Background: an optimization exercise with open tools, aiming at small area and a short achievable clock period. Do not read the settings as production practice.
RTL that was checked went through simulation tests only; none was proved equivalent to the original.
The clock port is modelled as an ideal driver, which makes a skipped or thinned clock tree look cheaper than it is; a real chip needs a root buffer or a tree.
Power is estimated from default activity; no workload was simulated.

job 101:
==> flow/design.v <==
module lightpipe_recv(
    input mclk,
    input rst,
    input adat,
    output reg wclk,
    output reg [23:0] word0,
    output reg [23:0] word1,
    output reg [23:0] word2,
    output reg [23:0] word3,
    output reg [23:0] word4,
    output reg [23:0] word5,
    output reg [23:0] word6,
    output reg [23:0] word7,
    output reg [3:0] user
);
reg reset_d, reset_dd;
reg in_d, in_dd, in_ddd, in_dddd;
reg [5:0] accum;
reg dbit;
wire transition = in_dddd ^ in_ddd;
wire strobe = accum[1] & accum[0];
always @(posedge mclk) begin
    reset_d <= ~rst;
    reset_dd <= reset_d;
end
always @(posedge mclk)
    if (reset_dd) {in_d, in_dd, in_ddd, in_dddd} <= 4'b0;
    else {in_d, in_dd, in_ddd, in_dddd} <= {adat, in_d, in_dd, in_ddd};
always @(posedge mclk)
    if (reset_dd || transition) accum <= 6'd0;
    else accum <= accum + 6'd1;
always @(posedge mclk)
    if (reset_dd) dbit <= 1'b0;
    else if (transition) dbit <= 1'b1;
    else if (accum == 6'd4) dbit <= 1'b0;
reg [7:0] framebit;
reg nloss_d;
reg [29:1] sr;
wire stb_next = ~reset_dd & ~transition & accum[1] & ~accum[0];
wire loss_s = accum[5];
wire resync = strobe & ~loss_s & ~nloss_d;
wire [23:0] oword = {sr[29:26], sr[24:21], sr[19:16], sr[14:11], sr[9:6], sr[4:1]};
always @(posedge mclk)
    if (!rst) nloss_d <= 1'b1;
    else if (strobe) nloss_d <= ~loss_s;
always @(posedge mclk)
    if (!rst) framebit <= 8'd0;
    else if (resync) framebit <= 8'd252;
    else if (strobe) framebit <= framebit + 8'd1;
reg at0, at128;
reg [7:0] ldw;
wire ld_next = rst & stb_next & (loss_s | nloss_d);
always @(posedge mclk) begin
    at0 <= stb_next & (~rst | (framebit == 8'd0));
    at128 <= rst & stb_next & (framebit == 8'd128);
    ldw[0] <= ld_next & (framebit == 8'd30);
    ldw[1] <= ld_next & (framebit == 8'd60);
    ldw[2] <= ld_next & (framebit == 8'd90);
    ldw[3] <= ld_next & (framebit == 8'd120);
    ldw[4] <= ld_next & (framebit == 8'd150);
    ldw[5] <= ld_next & (framebit == 8'd180);
    ldw[6] <= ld_next & (framebit == 8'd210);
    ldw[7] <= ld_next & (framebit == 8'd240);
end
wire ls = strobe & rst;
wire hs = ~strobe & rst;
wire [29:1] sr_d;
ao22 #(29) u_sr (.a({29{ls}}), .b({dbit, sr[29:2]}), .c({29{hs}}), .d(sr), .y(sr_d));
always @(posedge mclk) sr <= sr_d;
wire lu = at0 & rst;
wire hu = ~at0 & rst;
wire [3:0] user_d;
ao22 #(4) u_user (.a({4{lu}}), .b(sr[29:26]), .c({4{hu}}), .d(user), .y(user_d));
always @(posedge mclk) user <= user_d;
always @(posedge mclk)
    if (!rst) wclk <= 1'b0;
    else if (at0) wclk <= 1'b1;
    else if (at128) wclk <= 1'b0;
wire [7:0] L = ldw & {8{rst}};           
wire [7:0] L1 = ldw | {8{~rst}};         
wire [7:0] H = ~ldw & {8{rst}};          
wire [23:0] o1 = {oword[23:8], oword[7:0] | {8{~rst}}};
wire [23:0] d0, d1, d2, d3, d4, d5, d6, d7;
ao22 #(24) u_w0 (.a({24{L[0]}}), .b(oword), .c({24{H[0]}}), .d(word0), .y(d0));
ao22 #(24) u_w1 (.a({{16{L[1]}}, {8{L1[1]}}}), .b(o1), .c({24{H[1]}}), .d(word1), .y(d1));
ao22 #(24) u_w2 (.a({24{L[2]}}), .b(oword), .c({24{H[2]}}), .d(word2), .y(d2));
ao22 #(24) u_w3 (.a({{16{L[3]}}, {8{L1[3]}}}), .b(o1), .c({24{H[3]}}), .d(word3), .y(d3));
ao22 #(24) u_w4 (.a({24{L[4]}}), .b(oword), .c({24{H[4]}}), .d(word4), .y(d4));
ao22 #(24) u_w5 (.a({{16{L[5]}}, {8{L1[5]}}}), .b(o1), .c({24{H[5]}}), .d(word5), .y(d5));
ao22 #(24) u_w6 (.a({24{L[6]}}), .b(oword), .c({24{H[6]}}), .d(word6), .y(d6));
ao22 #(24) u_w7 (.a({{16{L[7]}}, {8{L1[7]}}}), .b(o1), .c({24{H[7]}}), .d(word7), .y(d7));
always @(posedge mclk) begin
    word0 <= d0; word1 <= d1; word2 <= d2; word3 <= d3;
    word4 <= d4; word5 <= d5; word6 <= d6; word7 <= d7;
end
endmodule
module ao22 #(parameter W = 1) (
    input [W-1:0] a,
    input [W-1:0] b,
    input [W-1:0] c,
    input [W-1:0] d,
    output [W-1:0] y
);
assign y = (a & b) | (c & d);
endmodule
==> flow/config.mk <==
export PLATFORM = sky130hd
export DESIGN_NAME = lightpipe_recv
export DESIGN_NICKNAME = lightpipe_recv
export VERILOG_FILES = /design/flow/design.v
export SDC_FILE = /design/flow/constraint.sdc
export NUM_CORES = 4
export LEC_CHECK = 0
export CAP_MARGIN = 20
export CORE_MARGIN = 2
export CORE_UTILIZATION = 65
export PLACE_DENSITY = 0.75
export SETUP_SLACK_MARGIN = 1.5
export SLEW_MARGIN = 20
export SYNTH_HIERARCHICAL = 1
==> flow/constraint.sdc <==
create_clock -name core_clock -period 3.0 [get_ports {mclk}]
set_input_delay 0.6000 -clock core_clock [delete_from_list [all_inputs] [get_ports {mclk}]]
set_output_delay 0.6000 -clock core_clock [all_outputs]
set_load 0.01 [all_outputs]
standard.sh (not shown) runs the stock make flow with config.mk's settings and CLKGATE_MAP_FILE= SYNTH_SCRIPT=/design/flow/synth_recipe.tcl, a recipe that flattens the netlist after the stock synthesis.
==> flow/flow/run.sh <==
#!/bin/bash
# Standard synthesis and layout (standard.sh), except: the ports are buffered
# by the smallest buffer, and the clock tree is a two-level tree built by
# flow/cts.tcl (settings in flow/cts.env).
set -euo pipefail
HERE=$(pwd)
export BUFFER_PORTS_ARGS="-buffer_cell sky130_fd_sc_hd__buf_1"
export PRE_CTS_TCL=$HERE/flow/cts.tcl
export CLOCK_PORT=mclk
source $HERE/flow/cts.env
bash standard.sh > make.log 2>&1
Other scripts of this flow, unchanged in this note and not shown: flow/flow/cts.env, flow/flow/cts.tcl
Job 101 went all the way through the flow, and no timing, DRC or antenna check failed.
Here is what was changed in the inputs of job 102 compared with job 101.
--- a/flow/design.v
+++ b/flow/design.v
@@ -15,13 +15,12 @@
 );
 reg reset_d, reset_dd;
 reg in_d, in_dd, in_ddd, in_dddd;
 reg [5:0] accum;
 reg dbit;
 wire transition = in_dddd ^ in_ddd;
-wire strobe = accum[1] & accum[0];
 always @(posedge mclk) begin
     reset_d <= ~rst;
     reset_dd <= reset_d;
 end
 always @(posedge mclk)
     if (reset_dd) {in_d, in_dd, in_ddd, in_dddd} <= 4'b0;
@@ -34,12 +33,14 @@
     else if (transition) dbit <= 1'b1;
     else if (accum == 6'd4) dbit <= 1'b0;
 reg [7:0] framebit;
 reg nloss_d;
 reg [29:1] sr;
 wire stb_next = ~reset_dd & ~transition & accum[1] & ~accum[0];
+reg strobe;      
+always @(posedge mclk) strobe <= stb_next;
 wire loss_s = accum[5];
 wire resync = strobe & ~loss_s & ~nloss_d;
 wire [23:0] oword = {sr[29:26], sr[24:21], sr[19:16], sr[14:11], sr[9:6], sr[4:1]};
 always @(posedge mclk)
     if (!rst) nloss_d <= 1'b1;
     else if (strobe) nloss_d <= ~loss_s;
- Between job 102 and job 101, the critical path depth is higher for job 102.
- Clock slew at the register clock pins of the worst setup and hold paths: job 101 vs job 102, no meaningful difference
- Looking only at share of synthesized area occupied by flip-flops and latches, and setting everything else aside, the lower value of job 102 and job 101 goes to job 101.
- Instance area after placement: job 102 lower than job 101
- Sort job 102 and job 101 by sequential portion of the cell area desc -> top: job 101
- Between job 102 and job 101, it is job 102 whose routed wire length is higher, by about 2.4%.
- On combinational power: between job 102 and job 101, it ends up lower for job 101.
- Sequential cell count of the final layout in job 102 is 1 above job 101.
- Job 102 against job 101: power climbed about 0.54%, area enclosed by the die boundary barely changed, final non-filler cell area climbed about 0.8%, total power density per cell area barely changed.
- Top achievable clock speed shrinks by a few percent when moving from job 101 to job 102.
- Launch point of the worst path: rst -> job 102, word1[23] -> job 101
- On via count of the first global-routing pass, job 102 and job 101 are basically level.
Only the layout flow was run in job 102; the RTL was not checked for function there. No run of this note takes its clock network from TritonCTS; it comes from the design's own scripts or RTL.

[static timing again, ports no longer ideal]
No port has a modelled driver above. Below, the same layouts with a new extraction and two added sets of constraints.
Step 1, drivers: a clkbuf_16 drives mclk and a buf_2 each remaining input, both assumed.
Step 2 moves the port delays by t, midway between the first and last clock arrival at a register: inputs arrive t later, outputs are due t later. That takes back most of the time a late clock gives input paths.
Three values: no drivers, after step 1, after step 2; two values: the first two.
| run | t, ns | setup slack, ns | hold slack, ns | worst register clock-pin slew, ns |
|---|---|---|---|---|
| job 101 | 0.385 | 1.514 / 1.421 / 1.213 | 0.348 / 0.348 / 0.348 | 0.10 / 0.10 |
| job 102 | 0.379 | 1.472 / 1.422 / 1.147 | 0.321 / 0.321 / 0.321 | 0.10 / 0.10 |
After both steps every run listed still meets setup and hold. For job 102, which loses most, drivers alone change the setup slack by -0.050 ns; drivers and shift together by -0.325 ns.
